This is an optimization exercise on Yosys and OpenROAD, whose aim is small area, not a production implementation.
Only simulation tests tie the RTL to the original design; equivalence was not proved.
No activity file was given, so power comes from the tool's default toggle rates.

<file path="flow/flow/run.sh">
#!/bin/bash
set -euo pipefail
export BUFFER_PORTS_ARGS="-buffer_cell sky130_fd_sc_hd__buf_1"
export RECOVER_POWER=100
export REMOVE_ABC_BUFFERS=1
export POST_GLOBAL_ROUTE_TCL="$PWD/flow/post_grt.tcl"
bash standard.sh > standard_flow.log 2>&1
</file>
<file path="flow/design.v">
module fa1(input a, input b, input c, output s, output co);
    assign s = a ^ b ^ c;
    assign co = (a & b) | (a & c) | (b & c);
endmodule
module aoi222(input a1, input a2, input b1, input b2, input c1, input c2, output y);
    assign y = ~((a1 & a2) | (b1 & b2) | (c1 & c2));
endmodule
module aoi22(input a1, input a2, input b1, input b2, output y);
    assign y = ~((a1 & a2) | (b1 & b2));
endmodule
module nand2m(input a, input b, output y);
    assign y = ~(a & b);
endmodule
module nand3m(input a, input b, input c, output y);
    assign y = ~(a & b & c);
endmodule
module and3m(input a, input b, input c, output y);
    assign y = a & b & c;
endmodule
module nand4m(input a, input b, input c, input d, output y);
    assign y = ~(a & b & c & d);
endmodule
module a21o(input a1, input a2, input b1, output y);
    assign y = (a1 & a2) | b1;
endmodule
module rd16(input [15:0] s, input [15:0] d, output y);
    wire t0, t1, t2, t3, t4, t5, v;
    aoi222 g0 (.a1(s[0]),  .a2(d[0]),  .b1(s[1]),  .b2(d[1]),  .c1(s[2]),  .c2(d[2]),  .y(t0));
    aoi222 g1 (.a1(s[3]),  .a2(d[3]),  .b1(s[4]),  .b2(d[4]),  .c1(s[5]),  .c2(d[5]),  .y(t1));
    aoi222 g2 (.a1(s[6]),  .a2(d[6]),  .b1(s[7]),  .b2(d[7]),  .c1(s[8]),  .c2(d[8]),  .y(t2));
    aoi222 g3 (.a1(s[9]),  .a2(d[9]),  .b1(s[10]), .b2(d[10]), .c1(s[11]), .c2(d[11]), .y(t3));
    aoi222 g4 (.a1(s[12]), .a2(d[12]), .b1(s[13]), .b2(d[13]), .c1(s[14]), .c2(d[14]), .y(t4));
    nand2m g5 (.a(s[15]), .b(d[15]), .y(t5));
    and3m  g6 (.a(t0), .b(t1), .c(t2), .y(v));
    nand4m g7 (.a(v), .b(t3), .c(t4), .d(t5), .y(y));
endmodule
module mul16lo(input [15:0] a, input [15:0] b, output [15:0] p);
    wire pp1 = ~(a[0] & b[0]);
    wire pp2 = ~(a[0] & b[1]);
    wire pp3 = ~(a[0] & b[2]);
    wire pp4 = ~(a[0] & b[3]);
    wire pp5 = ~(a[0] & b[4]);
    wire pp6 = ~(a[0] & b[5]);
    wire pp7 = ~(a[0] & b[6]);
    wire pp8 = ~(a[0] & b[7]);
    wire pp9 = ~(a[0] & b[8]);
    wire pp10 = ~(a[0] & b[9]);
    wire pp11 = ~(a[0] & b[10]);
    wire pp12 = ~(a[0] & b[11]);
    wire pp13 = ~(a[0] & b[12]);
    wire pp14 = ~(a[0] & b[13]);
    wire pp15 = ~(a[0] & b[14]);
    wire pp16 = ~(a[0] & b[15]);
    wire pp17 = ~(a[1] & b[0]);
    wire pp18 = ~(a[1] & b[1]);
    wire pp19 = ~(a[1] & b[2]);
    wire pp20 = ~(a[1] & b[3]);
    wire pp21 = ~(a[1] & b[4]);
    wire pp22 = ~(a[1] & b[5]);
    wire pp23 = ~(a[1] & b[6]);
    wire pp24 = ~(a[1] & b[7]);
    wire pp25 = ~(a[1] & b[8]);
    wire pp26 = ~(a[1] & b[9]);
    wire pp27 = ~(a[1] & b[10]);
    wire pp28 = ~(a[1] & b[11]);
    wire pp29 = ~(a[1] & b[12]);
    wire pp30 = ~(a[1] & b[13]);
    wire pp31 = ~(a[1] & b[14]);
    wire pp32 = ~(a[2] & b[0]);
    wire pp33 = ~(a[2] & b[1]);
    wire pp34 = ~(a[2] & b[2]);
    wire pp35 = ~(a[2] & b[3]);
    wire pp36 = ~(a[2] & b[4]);
    wire pp37 = ~(a[2] & b[5]);
    wire pp38 = ~(a[2] & b[6]);
    wire pp39 = ~(a[2] & b[7]);
    wire pp40 = ~(a[2] & b[8]);
    wire pp41 = ~(a[2] & b[9]);
    wire pp42 = ~(a[2] & b[10]);
    wire pp43 = ~(a[2] & b[11]);
    wire pp44 = ~(a[2] & b[12]);
    wire pp45 = ~(a[2] & b[13]);
    wire pp46 = ~(a[3] & b[0]);
    wire pp47 = ~(a[3] & b[1]);
    wire pp48 = ~(a[3] & b[2]);
    wire pp49 = ~(a[3] & b[3]);
    wire pp50 = ~(a[3] & b[4]);
    wire pp51 = ~(a[3] & b[5]);
    wire pp52 = ~(a[3] & b[6]);
    wire pp53 = ~(a[3] & b[7]);
    wire pp54 = ~(a[3] & b[8]);
    wire pp55 = ~(a[3] & b[9]);
    wire pp56 = ~(a[3] & b[10]);
    wire pp57 = ~(a[3] & b[11]);
    wire pp58 = ~(a[3] & b[12]);
    wire pp59 = ~(a[4] & b[0]);
    wire pp60 = ~(a[4] & b[1]);
    wire pp61 = ~(a[4] & b[2]);
    wire pp62 = ~(a[4] & b[3]);
    wire pp63 = ~(a[4] & b[4]);
    wire pp64 = ~(a[4] & b[5]);
    wire pp65 = ~(a[4] & b[6]);
    wire pp66 = ~(a[4] & b[7]);
    wire pp67 = ~(a[4] & b[8]);
    wire pp68 = ~(a[4] & b[9]);
    wire pp69 = ~(a[4] & b[10]);
    wire pp70 = ~(a[4] & b[11]);
    wire pp71 = ~(a[5] & b[0]);
    wire pp72 = ~(a[5] & b[1]);
    wire pp73 = ~(a[5] & b[2]);
    wire pp74 = ~(a[5] & b[3]);
    wire pp75 = ~(a[5] & b[4]);
    wire pp76 = ~(a[5] & b[5]);
    wire pp77 = ~(a[5] & b[6]);
    wire pp78 = ~(a[5] & b[7]);
    wire pp79 = ~(a[5] & b[8]);
    wire pp80 = ~(a[5] & b[9]);
    wire pp81 = ~(a[5] & b[10]);
    wire pp82 = ~(a[6] & b[0]);
    wire pp83 = ~(a[6] & b[1]);
    wire pp84 = ~(a[6] & b[2]);
    wire pp85 = ~(a[6] & b[3]);
    wire pp86 = ~(a[6] & b[4]);
    wire pp87 = ~(a[6] & b[5]);
    wire pp88 = ~(a[6] & b[6]);
    wire pp89 = ~(a[6] & b[7]);
    wire pp90 = ~(a[6] & b[8]);
    wire pp91 = ~(a[6] & b[9]);
    wire pp92 = ~(a[7] & b[0]);
    wire pp93 = ~(a[7] & b[1]);
    wire pp94 = ~(a[7] & b[2]);
    wire pp95 = ~(a[7] & b[3]);
    wire pp96 = ~(a[7] & b[4]);
    wire pp97 = ~(a[7] & b[5]);
    wire pp98 = ~(a[7] & b[6]);
    wire pp99 = ~(a[7] & b[7]);
    wire pp100 = ~(a[7] & b[8]);
    wire pp101 = ~(a[8] & b[0]);
    wire pp102 = ~(a[8] & b[1]);
    wire pp103 = ~(a[8] & b[2]);
    wire pp104 = ~(a[8] & b[3]);
    wire pp105 = ~(a[8] & b[4]);
    wire pp106 = ~(a[8] & b[5]);
    wire pp107 = ~(a[8] & b[6]);
    wire pp108 = ~(a[8] & b[7]);
    wire pp109 = ~(a[9] & b[0]);
    wire pp110 = ~(a[9] & b[1]);
    wire pp111 = ~(a[9] & b[2]);
    wire pp112 = ~(a[9] & b[3]);
    wire pp113 = ~(a[9] & b[4]);
    wire pp114 = ~(a[9] & b[5]);
    wire pp115 = ~(a[9] & b[6]);
    wire pp116 = ~(a[10] & b[0]);
    wire pp117 = ~(a[10] & b[1]);
    wire pp118 = ~(a[10] & b[2]);
    wire pp119 = ~(a[10] & b[3]);
    wire pp120 = ~(a[10] & b[4]);
    wire pp121 = ~(a[10] & b[5]);
    wire pp122 = ~(a[11] & b[0]);
    wire pp123 = ~(a[11] & b[1]);
    wire pp124 = ~(a[11] & b[2]);
    wire pp125 = ~(a[11] & b[3]);
    wire pp126 = ~(a[11] & b[4]);
    wire pp127 = ~(a[12] & b[0]);
    wire pp128 = ~(a[12] & b[1]);
    wire pp129 = ~(a[12] & b[2]);
    wire pp130 = ~(a[12] & b[3]);
    wire pp131 = ~(a[13] & b[0]);
    wire pp132 = ~(a[13] & b[1]);
    wire pp133 = ~(a[13] & b[2]);
    wire pp134 = ~(a[14] & b[0]);
    wire pp135 = ~(a[14] & b[1]);
    wire pp136 = ~(a[15] & b[0]);
    wire hs137 = ~(pp106 ^ pp113);
    wire hc138 = pp106 | pp113;
    wire s139, c140;
    fa1 us139 (.a(pp107), .b(pp114), .c(pp120), .s(s139), .co(c140));
    wire hs141 = ~(pp125 ^ pp129);
    wire hc142 = pp125 | pp129;
    wire hs143 = ~(pp10 ^ pp102);
    wire hc144 = pp10 | pp102;
    wire s145, c146;
    fa1 us145 (.a(pp103), .b(pp11), .c(pp110), .s(s145), .co(c146));
    wire hs147 = ~(pp116 ^ pp26);
    wire hc148 = pp116 | pp26;
    wire s149, c150;
    fa1 us149 (.a(pp104), .b(pp111), .c(pp117), .s(s149), .co(c150));
    wire s151, c152;
    fa1 us151 (.a(pp12), .b(pp122), .c(pp27), .s(s151), .co(c152));
    wire hs153 = ~(pp41 ^ pp54);
    wire hc154 = pp41 | pp54;
    wire s155, c156;
    fa1 us155 (.a(pp105), .b(pp112), .c(pp118), .s(s155), .co(c156));
    wire s157, c158;
    fa1 us157 (.a(pp123), .b(pp127), .c(pp13), .s(s157), .co(c158));
    wire s159, c160;
    fa1 us159 (.a(pp28), .b(pp42), .c(pp55), .s(s159), .co(c160));
    wire hs161 = ~(pp67 ^ pp78);
    wire hc162 = pp67 | pp78;
    wire s163, c164;
    fa1 us163 (.a(pp119), .b(pp124), .c(pp128), .s(s163), .co(c164));
    wire s165, c166;
    fa1 us165 (.a(pp131), .b(pp14), .c(pp29), .s(s165), .co(c166));
    wire s167, c168;
    fa1 us167 (.a(pp43), .b(pp56), .c(pp68), .s(s167), .co(c168));
    wire s169, c170;
    fa1 us169 (.a(pp79), .b(pp89), .c(pp98), .s(s169), .co(c170));
    wire s171, c172;
    fa1 us171 (.a(pp132), .b(pp134), .c(pp15), .s(s171), .co(c172));
    wire s173, c174;
    fa1 us173 (.a(pp30), .b(pp44), .c(pp57), .s(s173), .co(c174));
    wire s175, c176;
    fa1 us175 (.a(pp69), .b(pp80), .c(pp90), .s(s175), .co(c176));
    wire s177, c178;
    fa1 us177 (.a(pp99), .b(hc138), .c(hs141), .s(s177), .co(c178));
    wire hs179 = ~(pp22 ^ pp36);
    wire hc180 = pp22 | pp36;
    wire s181, c182;
    fa1 us181 (.a(pp23), .b(pp37), .c(pp50), .s(s181), .co(c182));
    wire hs183 = ~(pp62 ^ pp73);
    wire hc184 = pp62 | pp73;
    wire s185, c186;
    fa1 us185 (.a(pp101), .b(pp24), .c(pp38), .s(s185), .co(c186));
    wire s187, c188;
    fa1 us187 (.a(pp51), .b(pp63), .c(pp74), .s(s187), .co(c188));
    wire hs189 = ~(pp84 ^ pp9);
    wire hc190 = pp84 | pp9;
    wire s191, c192;
    fa1 us191 (.a(pp109), .b(pp25), .c(pp39), .s(s191), .co(c192));
    wire s193, c194;
    fa1 us193 (.a(pp52), .b(pp64), .c(pp75), .s(s193), .co(c194));
    wire s195, c196;
    fa1 us195 (.a(pp85), .b(pp94), .c(hs143), .s(s195), .co(c196));
    wire s197, c198;
    fa1 us197 (.a(pp40), .b(pp53), .c(pp65), .s(s197), .co(c198));
    wire s199, c200;
    fa1 us199 (.a(pp76), .b(pp86), .c(pp95), .s(s199), .co(c200));
    wire s201, c202;
    fa1 us201 (.a(hc144), .b(hs147), .c(s145), .s(s201), .co(c202));
    wire s203, c204;
    fa1 us203 (.a(pp66), .b(pp77), .c(pp87), .s(s203), .co(c204));
    wire s205, c206;
    fa1 us205 (.a(pp96), .b(hc148), .c(hs153), .s(s205), .co(c206));
    wire s207, c208;
    fa1 us207 (.a(c146), .b(s149), .c(s151), .s(s207), .co(c208));
    wire s209, c210;
    fa1 us209 (.a(pp88), .b(pp97), .c(hc154), .s(s209), .co(c210));
    wire s211, c212;
    fa1 us211 (.a(hs161), .b(c150), .c(c152), .s(s211), .co(c212));
    wire s213, c214;
    fa1 us213 (.a(s155), .b(s157), .c(s159), .s(s213), .co(c214));
    wire s215, c216;
    fa1 us215 (.a(hc162), .b(hs137), .c(c156), .s(s215), .co(c216));
    wire s217, c218;
    fa1 us217 (.a(c158), .b(c160), .c(s163), .s(s217), .co(c218));
    wire s219, c220;
    fa1 us219 (.a(s165), .b(s167), .c(s169), .s(s219), .co(c220));
    wire s221, c222;
    fa1 us221 (.a(c164), .b(c166), .c(c168), .s(s221), .co(c222));
    wire s223, c224;
    fa1 us223 (.a(c170), .b(s139), .c(s171), .s(s223), .co(c224));
    wire s225, c226;
    fa1 us225 (.a(s173), .b(s175), .c(s177), .s(s225), .co(c226));
    wire hs227 = ~(pp20 ^ pp34);
    wire hc228 = pp20 | pp34;
    wire s229, c230;
    fa1 us229 (.a(pp21), .b(pp35), .c(pp48), .s(s229), .co(c230));
    wire hs231 = ~(pp6 ^ pp60);
    wire hc232 = pp6 | pp60;
    wire s233, c234;
    fa1 us233 (.a(pp49), .b(pp61), .c(pp7), .s(s233), .co(c234));
    wire s235, c236;
    fa1 us235 (.a(pp72), .b(pp82), .c(hs179), .s(s235), .co(c236));
    wire s237, c238;
    fa1 us237 (.a(pp8), .b(pp83), .c(pp92), .s(s237), .co(c238));
    wire s239, c240;
    fa1 us239 (.a(hc180), .b(hs183), .c(s181), .s(s239), .co(c240));
    wire s241, c242;
    fa1 us241 (.a(pp93), .b(hc184), .c(hs189), .s(s241), .co(c242));
    wire s243, c244;
    fa1 us243 (.a(c182), .b(s185), .c(s187), .s(s243), .co(c244));
    wire s245, c246;
    fa1 us245 (.a(hc190), .b(c186), .c(c188), .s(s245), .co(c246));
    wire s247, c248;
    fa1 us247 (.a(s191), .b(s193), .c(s195), .s(s247), .co(c248));
    wire s249, c250;
    fa1 us249 (.a(c192), .b(c194), .c(s197), .s(s249), .co(c250));
    wire s251, c252;
    fa1 us251 (.a(s199), .b(c196), .c(s201), .s(s251), .co(c252));
    wire s253, c254;
    fa1 us253 (.a(c198), .b(c200), .c(s203), .s(s253), .co(c254));
    wire s255, c256;
    fa1 us255 (.a(s205), .b(c202), .c(s207), .s(s255), .co(c256));
    wire s257, c258;
    fa1 us257 (.a(c204), .b(c206), .c(s209), .s(s257), .co(c258));
    wire s259, c260;
    fa1 us259 (.a(s211), .b(c208), .c(s213), .s(s259), .co(c260));
    wire s261, c262;
    fa1 us261 (.a(c210), .b(c212), .c(s215), .s(s261), .co(c262));
    wire s263, c264;
    fa1 us263 (.a(c214), .b(s217), .c(s219), .s(s263), .co(c264));
    wire s265, c266;
    fa1 us265 (.a(c216), .b(s221), .c(c218), .s(s265), .co(c266));
    wire s267, c268;
    fa1 us267 (.a(c220), .b(s223), .c(s225), .s(s267), .co(c268));
    wire hs269 = ~(pp19 ^ pp33);
    wire hc270 = pp19 | pp33;
    wire s271, c272;
    fa1 us271 (.a(pp47), .b(pp5), .c(pp59), .s(s271), .co(c272));
    wire s273, c274;
    fa1 us273 (.a(pp71), .b(hc228), .c(hs231), .s(s273), .co(c274));
    wire s275, c276;
    fa1 us275 (.a(hc232), .b(c230), .c(s233), .s(s275), .co(c276));
    wire s277, c278;
    fa1 us277 (.a(c234), .b(s237), .c(c236), .s(s277), .co(c278));
    wire s279, c280;
    fa1 us279 (.a(c238), .b(s241), .c(c240), .s(s279), .co(c280));
    wire s281, c282;
    fa1 us281 (.a(c242), .b(s245), .c(c244), .s(s281), .co(c282));
    wire s283, c284;
    fa1 us283 (.a(c246), .b(s249), .c(c248), .s(s283), .co(c284));
    wire s285, c286;
    fa1 us285 (.a(c250), .b(s253), .c(c252), .s(s285), .co(c286));
    wire s287, c288;
    fa1 us287 (.a(c254), .b(s257), .c(c256), .s(s287), .co(c288));
    wire s289, c290;
    fa1 us289 (.a(c258), .b(c260), .c(s261), .s(s289), .co(c290));
    wire s291, c292;
    fa1 us291 (.a(c262), .b(c264), .c(s265), .s(s291), .co(c292));
    wire hs293 = ~(pp18 ^ pp3);
    wire hc294 = pp18 | pp3;
    wire s295, c296;
    fa1 us295 (.a(pp4), .b(pp46), .c(hs269), .s(s295), .co(c296));
    wire s297, c298;
    fa1 us297 (.a(hc270), .b(hs227), .c(s271), .s(s297), .co(c298));
    wire s299, c300;
    fa1 us299 (.a(c272), .b(s229), .c(s273), .s(s299), .co(c300));
    wire s301, c302;
    fa1 us301 (.a(c274), .b(s235), .c(s275), .s(s301), .co(c302));
    wire s303, c304;
    fa1 us303 (.a(c276), .b(s239), .c(s277), .s(s303), .co(c304));
    wire s305, c306;
    fa1 us305 (.a(s243), .b(c278), .c(s279), .s(s305), .co(c306));
    wire s307, c308;
    fa1 us307 (.a(s247), .b(c280), .c(s281), .s(s307), .co(c308));
    wire s309, c310;
    fa1 us309 (.a(c282), .b(s251), .c(s283), .s(s309), .co(c310));
    wire s311, c312;
    fa1 us311 (.a(s255), .b(c284), .c(s285), .s(s311), .co(c312));
    wire s313, c314;
    fa1 us313 (.a(s259), .b(c286), .c(s287), .s(s313), .co(c314));
    wire s315, c316;
    fa1 us315 (.a(s263), .b(c288), .c(s289), .s(s315), .co(c316));
    wire s317, c318;
    fa1 us317 (.a(s267), .b(c290), .c(s291), .s(s317), .co(c318));
    wire hs319 = ~(pp17 ^ pp2);
    wire hc320 = pp17 | pp2;
    wire s321, c322;
    fa1 us321 (.a(pp32), .b(hs293), .c(hc320), .s(s321), .co(c322));
    wire s323, c324;
    fa1 us323 (.a(hc294), .b(s295), .c(c322), .s(s323), .co(c324));
    wire s325, c326;
    fa1 us325 (.a(c296), .b(s297), .c(c324), .s(s325), .co(c326));
    wire s327, c328;
    fa1 us327 (.a(c298), .b(s299), .c(c326), .s(s327), .co(c328));
    wire s329, c330;
    fa1 us329 (.a(c300), .b(s301), .c(c328), .s(s329), .co(c330));
    wire s331, c332;
    fa1 us331 (.a(c302), .b(s303), .c(c330), .s(s331), .co(c332));
    wire s333, c334;
    fa1 us333 (.a(c304), .b(s305), .c(c332), .s(s333), .co(c334));
    wire hs335 = ~(c306 ^ s307);
    wire hc336 = c306 | s307;
    wire s337, c338;
    fa1 us337 (.a(c308), .b(s309), .c(hc336), .s(s337), .co(c338));
    wire s339, c340;
    fa1 us339 (.a(c310), .b(s311), .c(c338), .s(s339), .co(c340));
    wire hs341 = c306 ^ s307;
    wire hc342 = c306 & s307;
    wire s343, c344;
    fa1 us343 (.a(c308), .b(s309), .c(hc342), .s(s343), .co(c344));
    wire s345, c346;
    fa1 us345 (.a(c310), .b(s311), .c(c344), .s(s345), .co(c346));
    wire ms347 = c334 ? hs335 : hs341;
    wire ms348 = c334 ? s337 : s343;
    wire ms349 = c334 ? s339 : s345;
    wire mc350 = c334 ? c340 : c346;
    wire hs351 = ~(c312 ^ s313);
    wire hc352 = c312 | s313;
    wire s353, c354;
    fa1 us353 (.a(c314), .b(s315), .c(hc352), .s(s353), .co(c354));
    wire s355, c356;
    fa1 us355 (.a(c316), .b(s317), .c(c354), .s(s355), .co(c356));
    wire hs357 = c312 ^ s313;
    wire hc358 = c312 & s313;
    wire s359, c360;
    fa1 us359 (.a(c314), .b(s315), .c(hc358), .s(s359), .co(c360));
    wire s361, c362;
    fa1 us361 (.a(c316), .b(s317), .c(c360), .s(s361), .co(c362));
    wire ms363 = mc350 ? hs351 : hs357;
    wire ms364 = mc350 ? s353 : s359;
    wire ms365 = mc350 ? s355 : s361;
    wire mc366 = mc350 ? c356 : c362;
    wire x367 = pp100 ^ pp108;
    wire x368 = pp115 ^ pp121;
    wire x369 = pp126 ^ pp130;
    wire x370 = pp133 ^ pp135;
    wire x371 = pp136 ^ pp16;
    wire x372 = pp31 ^ pp45;
    wire x373 = pp58 ^ pp70;
    wire x374 = pp81 ^ pp91;
    wire x375 = hc142 ^ x367;
    wire x376 = x368 ^ x369;
    wire x377 = x370 ^ x371;
    wire x378 = x372 ^ x373;
    wire x379 = x374 ^ c140;
    wire x380 = c172 ^ c174;
    wire x381 = c176 ^ x375;
    wire x382 = x376 ^ x377;
    wire x383 = x378 ^ c178;
    wire x384 = x379 ^ x380;
    wire x385 = x381 ^ x382;
    wire x386 = c222 ^ x383;
    wire x387 = x384 ^ c224;
    wire x388 = x385 ^ x386;
    wire x389 = c226 ^ x387;
    wire x390 = c266 ^ x388;
    wire x391 = x389 ^ x390;
    wire x392 = c268 ^ c292;
    wire x393 = x391 ^ x392;
    wire x394 = x393 ^ c318;
    wire x395 = x394 ^ mc366;
    assign p = {x395, ~ms365, ~ms364, ~ms363, ~ms349, ~ms348, ~ms347, ~s333, ~s331, ~s329, ~s327, ~s325, ~s323, ~s321, ~hs319, ~pp1};
endmodule
module cpu_core(
    input clk,
    input rst,
    output [5:0] pc_out,
    input [15:0] instr_out,
    input [15:0] mem_Data_in,
    output mem_wr,
    output mem_rd,
    output [15:0] reg_Data_2,
    output [5:0] data_mem_address
    );
    wire [3:0] op = instr_out[15:12];
    wire [3:0] rd = instr_out[11:8];
    wire [3:0] rs = instr_out[7:4];
    wire [3:0] rt = instr_out[3:0];
    genvar g, k;
    wire op_add  = (op == 4'h1);
    wire op_addi = (op == 4'h2);
    wire op_mul  = (op == 4'h3);
    wire op_and  = (op == 4'h4);
    wire op_or   = (op == 4'h5);
    wire op_div  = (op == 4'h6);
    wire op_jeq  = (op == 4'h7);
    wire op_cmp  = (op == 4'h8);
    wire op_mov  = (op == 4'h9);
    wire op_jmp  = (op == 4'hA);
    wire op_jr   = (op == 4'hB);
    wire op_lw   = (op == 4'hC);
    wire op_sw   = (op == 4'hD);
    wire op_li   = (op == 4'hE);
    wire op_sub  = (op == 4'hF);
    wire use_imm = op_addi | op_lw | op_sw;
    wire do_sub  = op_sub | op_cmp | op_jeq;
    wire reg_wr  = op_add | op_addi | op_mul | op_and | op_or | op_div |
                   op_cmp | op_mov | op_lw | op_li | op_sub;
    reg [15:0] rf [0:15];
    reg [15:0] valid;
    wire [15:0] sa, sb, we;
    generate for (g = 0; g < 16; g = g + 1) begin : dec
        assign sa[g] = valid[g] & (rs == g);
        assign sb[g] = valid[g] & (rt == g);
        assign we[g] = reg_wr & (rd == g);
    end endgenerate
    wire [15:0] A, B;
    generate for (k = 0; k < 16; k = k + 1) begin : rp
        wire [15:0] col;
        for (g = 0; g < 16; g = g + 1) begin : c
            assign col[g] = rf[g][k];
        end
        rd16 ra (.s(sa), .d(col), .y(A[k]));
        rd16 rb (.s(sb), .d(col), .y(B[k]));
    end endgenerate
    wire [15:0] Y;
    assign Y[3:0]  = use_imm ? rt : (B[3:0] ^ {4{do_sub}});
    assign Y[15:4] = use_imm ? 12'h000 : (B[15:4] ^ {12{do_sub}});
    wire [16:0] C;
    wire [15:0] S;
    wire [16:8] C0, C1;
    wire [15:8] S0, S1;
    assign C[0] = do_sub;
    assign C0[8] = 1'b0;
    assign C1[8] = 1'b1;
    generate for (g = 0; g < 8; g = g + 1) begin : addl
        fa1 u (.a(A[g]), .b(Y[g]), .c(C[g]), .s(S[g]), .co(C[g+1]));
    end endgenerate
    generate for (g = 8; g < 16; g = g + 1) begin : addh
        fa1 u0 (.a(A[g]), .b(Y[g]), .c(C0[g]), .s(S0[g]), .co(C0[g+1]));
        fa1 u1 (.a(A[g]), .b(Y[g]), .c(C1[g]), .s(S1[g]), .co(C1[g+1]));
    end endgenerate
    assign S[15:8] = C[8] ? S1 : S0;
    assign C[16]   = C[8] ? C1[16] : C0[16];
    wire eq = ~|S;           
    wire ge = C[16];         
    wire [15:0] P;
    mul16lo mu (.a(A), .b(B), .p(P));
    wire c_s   = op_add | op_addi | op_sub;
    wire c_and = op_and;
    wire c_x   = op_or | op_mov;       
    wire [15:0] K;                     
    assign K[7:0]   = ({8{op_li}} & instr_out[7:0]) | {8{op_cmp & ge}};
    assign K[11:8]  = {4{(op_li & instr_out[7]) | (op_cmp & (eq | ~ge))}};
    assign K[15:12] = {4{op_cmp & (eq | ~ge)}};
    wire [15:0] nK = ~K;
    wire [15:0] wd;
    generate for (k = 0; k < 16; k = k + 1) begin : wb
        wire t, u, v, w;
        a21o   ga (.a1(B[k]), .a2(c_and), .b1(c_x), .y(t));
        aoi222 gb (.a1(c_s), .a2(S[k]), .b1(op_mul), .b2(P[k]), .c1(op_lw), .c2(mem_Data_in[k]), .y(u));
        if (k < 15) begin : h
            aoi222 gc (.a1(op_div), .a2(A[k+1]), .b1(A[k]), .b2(t), .c1(op_or), .c2(B[k]), .y(v));
        end else begin : l
            aoi22  gc (.a1(A[k]), .a2(t), .b1(op_or), .b2(B[k]), .y(v));
        end
        nand3m gd (.a(u), .b(v), .c(nK[k]), .y(wd[k]));
    end endgenerate
    integer i;
    always @(posedge clk) begin
        for (i = 0; i < 16; i = i + 1)
            if (we[i]) rf[i] <= wd;
    end
    always @(posedge clk or posedge rst) begin
        if (rst) valid <= 16'h0000;
        else     valid <= valid | we;
    end
    reg [5:0] pc;
    assign pc_out = pc;
    wire [5:0] pc_inc = pc + 6'd1;
    wire s_jeq = op_jeq & eq;
    wire s_inc = ~(s_jeq | op_jr | op_jmp);
    wire [5:0] pc_nx = ({6{s_jeq}} & {2'b00, rd}) | ({6{op_jr}} & A[5:0]) |
                       ({6{op_jmp}} & instr_out[5:0]) | ({6{s_inc}} & pc_inc);
    always @(posedge clk or posedge rst) begin
        if (rst) pc <= 6'd0;
        else     pc <= pc_nx;
    end
    assign mem_rd = op_lw;
    assign mem_wr = op_sw;
    assign data_mem_address = S[5:0];
    assign reg_Data_2 = B;
endmodule
</file>
<file path="flow/constraint.sdc">
create_clock -name core_clock -period 11.0 [get_ports {clk}]
set_input_delay 2.2000 -clock core_clock [delete_from_list [all_inputs] [get_ports {clk}]]
set_output_delay 2.2000 -clock core_clock [all_outputs]
set_load 0.01 [all_outputs]
</file>
<file path="flow/config.mk">
export PLATFORM = sky130hd
export DESIGN_NAME = cpu_core
export DESIGN_NICKNAME = cpu_core
export VERILOG_FILES = /design/flow/design.v
export SDC_FILE = /design/flow/constraint.sdc
export NUM_CORES = 4
export LEC_CHECK = 0
export CAP_MARGIN = 20
export CORE_MARGIN = 2
export CORE_UTILIZATION = 50
export CTS_BUF_LIST = sky130_fd_sc_hd__clkbuf_8
export CTS_CLUSTER_DIAMETER = 60
export CTS_CLUSTER_SIZE = 18
export GPL_TIMING_DRIVEN = 0
export PLACE_DENSITY = 0.75
export SETUP_SLACK_MARGIN = 0.1
export SLEW_MARGIN = 20
export SYNTH_HIERARCHICAL = 1
export SYNTH_MINIMUM_KEEP_SIZE = 0
</file>
<file path="flow/flow/post_grt.tcl">
# Runs at the end of global routing, after power recovery: repair the slew and
# capacitance limits again, then setup and hold, and write the route guides anew.
global_route -start_incremental
repair_design_helper
detailed_placement
global_route -end_incremental
estimate_parasitics -global_routing
global_route -start_incremental
repair_timing_helper
detailed_placement
global_route -end_incremental
estimate_parasitics -global_routing
report_check_types -max_slew -max_capacitance
report_worst_slack
write_guides $::env(RESULTS_DIR)/route.guide
</file>
<file path="flow/standard.sh">
#!/bin/bash
# synth_recipe.tcl (not shown) runs the flow's synth.tcl, then flattens the netlist and writes it again
# the make line also repeats each setting of config.mk as NAME=value (left out here)
make -C /OpenROAD-flow-scripts/flow DESIGN_CONFIG=/design/flow/config.mk WORK_HOME=/design/flow/orfs CLKGATE_MAP_FILE= SYNTH_SCRIPT=/design/flow/synth_recipe.tcl "${@:-finish}"
</file>
==> notes.md <==
## flip-flops by register name, indices dropped and copies added (netlist names)
signal and cells:
rf 256, valid 16, pc 6
## modules after synthesis (local to each module, per instance), excerpt
module    cells  cell area (sq um)  copies in the design  flip-flops and latches
a21o          1               7.51                    16                       0
and3m         1               6.26                    32                       0
aoi22         1               12.5                     1                       0
aoi222        1               10.0                   191                       0
cpu_core    525               9780                     1                     278
fa1           1               20.0                   117                       0
mul16lo     246               1410                     1                       0
nand2m        1               3.75                    32                       0
nand3m        1               5.00                    16                       0
nand4m        1               6.26                    32                       0
## kinds of logic after synthesis
group / synth area share
XOR/XNOR: 0.0293
multiplexers: 0.0144
buffers and inverters: 0.0225
adder cells (fa/ha/maj): 0.159
AO/OA/AOI/OAI: 0.145
other: 0.000464
AND/OR/NAND/NOR: 0.120
flip-flops: 0.509
## worst max path at each step
| stage | from | endpoint |
|---|---|---|
| 3_5_place_dp | instr_out[3] | rf[0][10] |
| 3_3_place_gp | instr_out[3] | rf[3][10] |
| 4_1_cts | instr_out[3] | rf[6][15] |
| 6_report | instr_out[3] | rf[4][10] |
| 2_1_floorplan | instr_out[0] | rf[0][10] |
## power breakdown
group / total, uW / switching [uW] / internal, uW
Combinational: 1300 / 786 / 517
Clock: 539 / 330 / 209
Sequential: 1320 / 30.7 / 1290
Total: 3170 / 1150 / 2020
## metal layers
layer  GRT usage  vias to the layer above
met5           0                        -
met4       0.108                        0
met3      0.0505                      131
met2       0.467                      973
met1       0.367                     6161
li1            -                     5035
## cells in the final DEF, fill, tap and decap left out, types with 12 or more instances in the layout
cell	count
edfxtp_1	256
dfrtp_1	22
a21o_1	17
mux2i_1	12
clkbuf_8	21
nor2_1	41
nand4_1	32
and2_1	29
fa_1	117
and3_1	62
ha_1	19
clkbuf_1	20
a222oi_1	191
inv_1	44
buf_1	58
nand3_1	21
o21bai_1	16
nand2_1	147
xnor2_1	36
## through the flow
stage	instance area, sq um	utilization
6_report	17300	0.546
4_1_cts	17400	0.550
3_5_place_dp	17000	0.537
3_3_place_gp	16700	0.527
2_1_floorplan	16000	-
## critical path: stages
cell and delay (ps):
buf_1 380, nor2_1 160, and3_1 510, a222oi_1 520, and3_1 340, nand4_1 500
buf_8 360, xnor2_1 160, o21ai_0 130, fa_1 450, fa_1 410, fa_1 410
fa_1 400, fa_1 410, fa_1 390, fa_1 390, fa_1 640, nor3b_1 250
o211a_1 230, nand3b_1 90, a21o_1 220, a21boi_0 500, nand3_1 650
## synthesized netlist by cell type (all sizes together) (12+ instances only)
cell / number
a21o: 17
a21oi: 12
a222oi: 191
and2: 33
and3: 62
buf: 21
clkbuf: 18
dfrtp: 22
edfxtp: 256
fa: 117
ha: 19
inv: 41
mux2i: 13
nand2: 150
nand3: 21
nand4: 32
nor2: 45
o21bai: 16
xnor2: 37
## area by class of cell
class / instances / area (sq um)
flip-flops and latches: 278 / 8240
clock inverters: 12 / 101
clock buffers: 21 / 289
multi-input cells: 850 / 7610
well taps: 402 / 503
fillers: 2626 / 14400
repair buffers: 89 / 413
inverters: 41 / 154
==> impl_metrics.toml <==
[run_status]
outcome = "timing/DRC/antenna clean"

[synthesis]
synthCells = 1208
yosysSeqAreaShare = 0.509
synthDistinctLibCells = 56
ys.flop_type = "edfxtp_1"
yosys_warnings = 8
synth.cell_area_sq_mm = 0.0162
synth_top_area_cell = "edfxtp_1"
async_reset_ff_frac = 0.0791
yosysTopAreaCellShare = 0.475
synth.area.top_cells = "edfxtp_1 (47%), fa_1 (14%), a222oi_1 (12%)"
ys_ff_latch = 278
syn_avg_cell_area_sq_um = 13.4
synth_edf_count = 256

[timing]
timing.final.crit_share = 0.969
clock_skew_ps = 28.2
max_freq_mhz = 93.8
setup_violations = 0
maxSlewHeadroom = 0.239
slew_violations = 0
tns_ps = 0
setup_slack_ps = 341
fin_crit_ps = 10660
hold_slack_ps = 513
hold_viol = 0
worst_pin_slew_ps = 1140

[clock_network]
cts_tree = "done"
postCtsSetupBuffers = 0
clock-root-buffer = "clkbuf_8"
cts_max_level = 1
cts.path.max_buffers = 3
postCtsHoldBufs = 0
clock_latency_ps = 550
cts_resized = 0
cts_made_buffers = 21
clk_pin_slew_ps = 110
cts.sinks = 278

[layout]
diodes = 0
final_nets = 1451
drive_gt1_frac = 0.0519
instances_no_fill = 1693
area_delta_synth_final_pct = 6.92

[die]
row_count = 65
die_area_sq_mm = 0.0338
start_util = 0.510
die_x_um = 184
core_region_area_sq_mm = 0.0317
die-height_um = 184
io_pins = 64

[route]
wirelength_um = 47200
dr_wl_met2_um = 22500
dr.max_layer_used = "met4"
m1WireLength_um = 16900
ant_nets = 0
routed_via_density = 7.27
drtIter0Drc = 2480
vias = 12300
wl_per_cell_um = 27.9
dr.pass1.iters = 13
met3_length_um = 6080
drc = 0

[power_and_ir_drop]
p_per_area_mw_per_mm2 = 183
power.leakage_uw = 0.00547
ir_worst_vdd_v = 0.000110
p_total_uw = 3170

[worst_setup_path]
crit_fanout = 16
crit_type = "in -> reg"
cp-end-kind = "register"
ff2ff_setup_slack_ps = 2150
r2r_start = "valid[3]"
start_kind = "input pin"
cp.required_ps = 11060
r2r_cells = 21
r2r-end = "rf[4][10]"
worstPathArrival_ps = 10720

[grt]
overflow = 0
track_usage = 0.281
grt_pass1_wl_um = 72300
grt_pass1_vias = 12437
grt_max_degree = 23
antenna_found_initial = 0

[placement]
portBuffers = 63
dpl.hpwl_um = 33100
dpl_worst_slack_ps = 36.5
place_congestion = 0.926
dp_cells = 1656

[min_path]
hp-start = "valid[15]"
hold_end = "valid[15]"
whs_path_depth = 1
hold_class = "reg -> reg"

[run]
maxCapViolations = 0

## static timing again, ports no longer ideal
No port has a modelled driver above. Below, the same layout with a new extraction and two added sets of constraints.
Step 1 (the two cells are an assumption about what drives the block):
set clk [get_ports {clk}]
set_driving_cell -lib_cell sky130_fd_sc_hd__clkbuf_16 $clk
set_driving_cell -lib_cell sky130_fd_sc_hd__buf_2 [delete_from_list [all_inputs] $clk]
Step 2 also shifts input and output timing later by t, the mid clock arrival at the registers, as if the neighbouring blocks saw the same clock.
a / b / c = no drivers / after step 1 / after step 2; a / b = the first two.
t, ns: 0.583
setup WS [ns]: 0.341 / 0.364 / -0.219
worst setup path at the end: input to register
Met with ideal ports but missed after step 2: setup timing in this run. The setup slack of this run moves by +0.023 ns with the drivers and by -0.560 ns with both steps.
